This design comes from an exercise in tuning for small area on the open sky130 flow, not from production work.
Function was checked by simulation only, so behaviour that the tests miss may differ from the original.

==> inputs of run a <==
==> flow/design.v <==
module fifo1(input clk, rst, sft_rst, read_enb, write_enb, lfd_state,
             input [7:0] data_in,
             output reg [7:0] data_out,
             output empty, full);
reg [8:0] mem [0:15];
reg [4:0] w_ptr, r_ptr;
reg wrapped;
reg [5:0] temp;
wire rd = !empty && read_enb;
wire we = write_enb && !full;
wire valid = wrapped || (r_ptr[3:0] < w_ptr[3:0]);
wire [8:0] rdata = valid ? mem[r_ptr[3:0]] : 9'b0;
always @(posedge clk)
        if (we)
                mem[w_ptr[3:0]] <= {lfd_state, data_in};
always @(posedge clk)
        if (!rst || sft_rst) begin
                w_ptr <= 5'b0;
                wrapped <= 1'b0;
        end else if (we) begin
                w_ptr <= w_ptr + 1'b1;
                if (w_ptr[3:0] == 4'hf)
                        wrapped <= 1'b1;
        end
always @(posedge clk)
        if (!rst)
                r_ptr <= 5'b0;
        else if (rd)
                r_ptr <= r_ptr + 1'b1;
always @(posedge clk)
        if (!rst)
                data_out <= 8'b0;
        else if (rd)
                data_out <= rdata[7:0];
        else if (sft_rst || temp == 6'd0)
                data_out <= 8'b0;
always @(posedge clk)
        if (!rst || sft_rst)
                temp <= 6'b0;
        else if (rd) begin
                if (rdata[8])
                        temp <= rdata[7:2] + 1'b1;
                else if (temp != 6'd0)
                        temp <= temp - 1'b1;
        end
assign full = (w_ptr == 5'd16) && (r_ptr == 5'd0);
assign empty = (r_ptr == w_ptr);
endmodule
module Synchronizer(input rst, clk, detect_add,
                    read_enb_0, read_enb_1, read_enb_2,
                    full_0, full_1, full_2,
                    empty_0, empty_1, empty_2,
                    write_enb_reg,
                    input [1:0] data_in,
                    output vld_out_0, vld_out_1, vld_out_2,
                    output sft_rst_0, sft_rst_1, sft_rst_2,
                    output fifo_full,
                    output [2:0] write_enb);
reg [1:0] address;
always @(posedge clk)
        if (!rst)
                address <= 2'b00;
        else if (detect_add)
                address <= data_in;
assign write_enb = write_enb_reg ? {address == 2'd2, address == 2'd1, address == 2'd0} : 3'b000;
assign fifo_full = (address == 2'd0 && full_0) || (address == 2'd1 && full_1) || (address == 2'd2 && full_2);
assign vld_out_0 = ~empty_0;
assign vld_out_1 = ~empty_1;
assign vld_out_2 = ~empty_2;
timeout t0(.clk(clk), .rst(rst), .vld(vld_out_0), .read_enb(read_enb_0), .sft_rst(sft_rst_0));
timeout t1(.clk(clk), .rst(rst), .vld(vld_out_1), .read_enb(read_enb_1), .sft_rst(sft_rst_1));
timeout t2(.clk(clk), .rst(rst), .vld(vld_out_2), .read_enb(read_enb_2), .sft_rst(sft_rst_2));
endmodule
module timeout(input clk, rst, vld, read_enb, output reg sft_rst);
reg [4:0] count;
always @(posedge clk)
        if (!rst || !vld || read_enb) begin
                count <= 5'd0;
                sft_rst <= 1'b0;
        end else if (count == 5'd29) begin
                count <= 5'd0;
                sft_rst <= 1'b1;
        end else
                count <= count + 1'b1;
endmodule
module fsm(input clk, rst, pkt_valid, parity_done,
           sft_rst_0, sft_rst_1, sft_rst_2,
           fifo_full,
           fifo_empty_0, fifo_empty_1, fifo_empty_2,
           input [1:0] data_in,
           output busy, detect_add, ld_state, laf_state, write_enb_reg, lfd_state);
localparam decoder_address    = 3'b000,
           load_data          = 3'b001,
           load_first_data    = 3'b010,
           load_parity        = 3'b011,
           wait_till_empty    = 3'b100,
           load_after_full    = 3'b101,
           check_parity_error = 3'b110,
           fifo_full_state    = 3'b111;
reg [2:0] state, next_state;
wire addr_ok = (data_in != 2'd3);
wire dest_empty = (data_in == 2'd0 && fifo_empty_0) ||
                  (data_in == 2'd1 && fifo_empty_1) ||
                  (data_in == 2'd2 && fifo_empty_2);
always @(posedge clk)
        if (!rst || sft_rst_0 || sft_rst_1 || sft_rst_2)
                state <= decoder_address;
        else
                state <= next_state;
always @(*) begin
        case (state)
        decoder_address:    next_state = (pkt_valid && addr_ok) ? (dest_empty ? load_first_data : wait_till_empty) : decoder_address;
        load_first_data:    next_state = load_data;
        wait_till_empty:    next_state = dest_empty ? load_first_data : wait_till_empty;
        load_data:          next_state = fifo_full ? fifo_full_state : (pkt_valid ? load_data : load_parity);
        load_parity:        next_state = check_parity_error;
        check_parity_error: next_state = fifo_full ? fifo_full_state : decoder_address;
        fifo_full_state:    next_state = fifo_full ? fifo_full_state : load_after_full;
        default:            next_state = parity_done ? decoder_address : load_data;  
        endcase
end
assign busy = state[2] | state[1];
assign detect_add = (state == decoder_address);
assign ld_state = (state == load_data);
assign laf_state = (state == load_after_full);
assign lfd_state = (state == load_first_data);
assign write_enb_reg = (state == load_data) || (state == load_parity) || (state == load_after_full);
endmodule
module register(input clk, rst, pkt_valid, fifo_full, detect_add, ld_state, laf_state,
                input [7:0] data_in,
                output reg parity_done, err,
                output reg [7:0] dout);
reg [7:0] full_state_byte;
reg [7:0] parity;
always @(posedge clk)
        if (!rst)
                dout <= 8'b0;
        else if ((detect_add && pkt_valid && data_in[1:0] != 2'd3) || (ld_state && !fifo_full))
                dout <= data_in;
        else if (laf_state)
                dout <= full_state_byte;
always @(posedge clk)
        if (!rst)
                full_state_byte <= 8'b0;
        else if (ld_state && fifo_full)
                full_state_byte <= data_in;
always @(posedge clk)
        if (detect_add)
                parity <= data_in;
        else if (ld_state && (pkt_valid || !fifo_full))
                parity <= parity ^ data_in;
always @(posedge clk)
        if (!rst)
                parity_done <= 1'b0;
        else if (ld_state && !fifo_full && !pkt_valid)
                parity_done <= 1'b1;
        else if (detect_add)
                parity_done <= 1'b0;
always @(posedge clk)
        if (!rst)
                err <= 1'b0;
        else if (parity_done)
                err <= (parity != 8'b0);
endmodule
module router(input clk, rst,
              read_enb_0, read_enb_1, read_enb_2, pkt_valid,
              input [7:0] data_in,
              output vld_out_0, vld_out_1, vld_out_2, err, busy,
              output [7:0] data_out_0, data_out_1, data_out_2);
wire [2:0] write_enb;
wire [7:0] dout;
wire sft_rst_0, sft_rst_1, sft_rst_2;
wire fifo_empty_0, fifo_empty_1, fifo_empty_2;
wire full_0, full_1, full_2, fifo_full;
wire detect_add, ld_state, laf_state, write_enb_reg, lfd_state, parity_done;
reg lfd_t;
always @(posedge clk)
        lfd_t <= lfd_state;
fifo1 F0(.clk(clk), .rst(rst), .write_enb(write_enb[0]), .sft_rst(sft_rst_0), .read_enb(read_enb_0),
         .data_in(dout), .lfd_state(lfd_t), .empty(fifo_empty_0), .data_out(data_out_0), .full(full_0));
fifo1 F1(.clk(clk), .rst(rst), .write_enb(write_enb[1]), .sft_rst(sft_rst_1), .read_enb(read_enb_1),
         .data_in(dout), .lfd_state(lfd_t), .empty(fifo_empty_1), .data_out(data_out_1), .full(full_1));
fifo1 F2(.clk(clk), .rst(rst), .write_enb(write_enb[2]), .sft_rst(sft_rst_2), .read_enb(read_enb_2),
         .data_in(dout), .lfd_state(lfd_t), .empty(fifo_empty_2), .data_out(data_out_2), .full(full_2));
Synchronizer synch1(.detect_add(detect_add), .data_in(data_in[1:0]), .clk(clk), .rst(rst),
                    .write_enb_reg(write_enb_reg),
                    .read_enb_0(read_enb_0), .read_enb_1(read_enb_1), .read_enb_2(read_enb_2),
                    .empty_0(fifo_empty_0), .empty_1(fifo_empty_1), .empty_2(fifo_empty_2),
                    .full_0(full_0), .full_1(full_1), .full_2(full_2),
                    .vld_out_0(vld_out_0), .vld_out_1(vld_out_1), .vld_out_2(vld_out_2),
                    .sft_rst_0(sft_rst_0), .sft_rst_1(sft_rst_1), .sft_rst_2(sft_rst_2),
                    .fifo_full(fifo_full), .write_enb(write_enb));
fsm fsm1(.clk(clk), .rst(rst), .pkt_valid(pkt_valid), .parity_done(parity_done),
         .sft_rst_0(sft_rst_0), .sft_rst_1(sft_rst_1), .sft_rst_2(sft_rst_2),
         .fifo_full(fifo_full),
         .fifo_empty_0(fifo_empty_0), .fifo_empty_1(fifo_empty_1), .fifo_empty_2(fifo_empty_2),
         .data_in(data_in[1:0]),
         .busy(busy), .detect_add(detect_add), .ld_state(ld_state), .laf_state(laf_state),
         .write_enb_reg(write_enb_reg), .lfd_state(lfd_state));
register r1(.clk(clk), .rst(rst), .pkt_valid(pkt_valid), .fifo_full(fifo_full),
            .detect_add(detect_add), .ld_state(ld_state), .laf_state(laf_state),
            .data_in(data_in), .parity_done(parity_done), .err(err), .dout(dout));
endmodule
==> flow/run.sh <==
#!/bin/bash
# synth_recipe.tcl (not shown) runs the flow's synth.tcl, then flattens the netlist and writes it again
# the make line also repeats each setting of config.mk as NAME=value (left out here)
make -C /OpenROAD-flow-scripts/flow DESIGN_CONFIG=/design/flow/config.mk WORK_HOME=/design/flow/orfs CLKGATE_MAP_FILE= SYNTH_SCRIPT=/design/flow/synth_recipe.tcl finish
==> flow/config.mk <==
export PLATFORM = sky130hd
export DESIGN_NAME = router
export DESIGN_NICKNAME = router
export VERILOG_FILES = /design/flow/design.v
export SDC_FILE = /design/flow/constraint.sdc
export NUM_CORES = 4
export LEC_CHECK = 0
export CAP_MARGIN = 20
export CORE_MARGIN = 2
export CORE_UTILIZATION = 70
export CTS_BUF_LIST = sky130_fd_sc_hd__clkbuf_8
export CTS_CLUSTER_SIZE = 30
export SLEW_MARGIN = 20
==> flow/constraint.sdc <==
create_clock -name core_clock -period 5.0 [get_ports {clk}]
set_input_delay 1.0000 -clock core_clock [delete_from_list [all_inputs] [get_ports {clk}]]
set_output_delay 1.0000 -clock core_clock [all_outputs]
set_load 0.01 [all_outputs]
==> run b (differences from run a) <==
--- a/flow/config.mk
+++ b/flow/config.mk
@@ -8,6 +8,4 @@
 export CAP_MARGIN = 20
 export CORE_MARGIN = 2
-export CORE_UTILIZATION = 70
-export CTS_BUF_LIST = sky130_fd_sc_hd__clkbuf_8
-export CTS_CLUSTER_SIZE = 30
+export CORE_UTILIZATION = 40
 export SLEW_MARGIN = 20
==> summary of the runs <==
Run a finished clean. Run b completed without violations. First-iteration DRC count: run a is larger than run b (about 30%). Of run a and run b, run a has the higher setup slack (gap 0.048 ns). Against run b, the sequential share of layout area of run a is higher by 1.5 points. In run a the via count is higher than in run b, by 4.4%.

port drivers added, routing unchanged:
The results above use ideal ports. As a check the final layouts listed here were re-extracted and re-timed, cells and wires unchanged. Step 1 (the two cells are an assumption about what drives the block):
set clk [get_ports {clk}]
set_driving_cell -lib_cell sky130_fd_sc_hd__clkbuf_16 $clk
set_driving_cell -lib_cell sky130_fd_sc_hd__buf_2 [delete_from_list [all_inputs] $clk]
Step 2 moves the port delays by t, midway between the first and last clock arrival at a register: inputs arrive t later, outputs are due t later. That takes back most of the time a late clock gives input paths. Three values: ideal ports, drivers, drivers and shift; two values: the first two.
run | t (ns) | setup slack, ns | worst setup path after step 2
run a | 0.682 | 1.441 / 1.393 / 1.522 | register to register
run b | 0.671 | 1.393 / 1.335 / 1.670 | register to register
After both steps setup and hold are still met in every run listed.
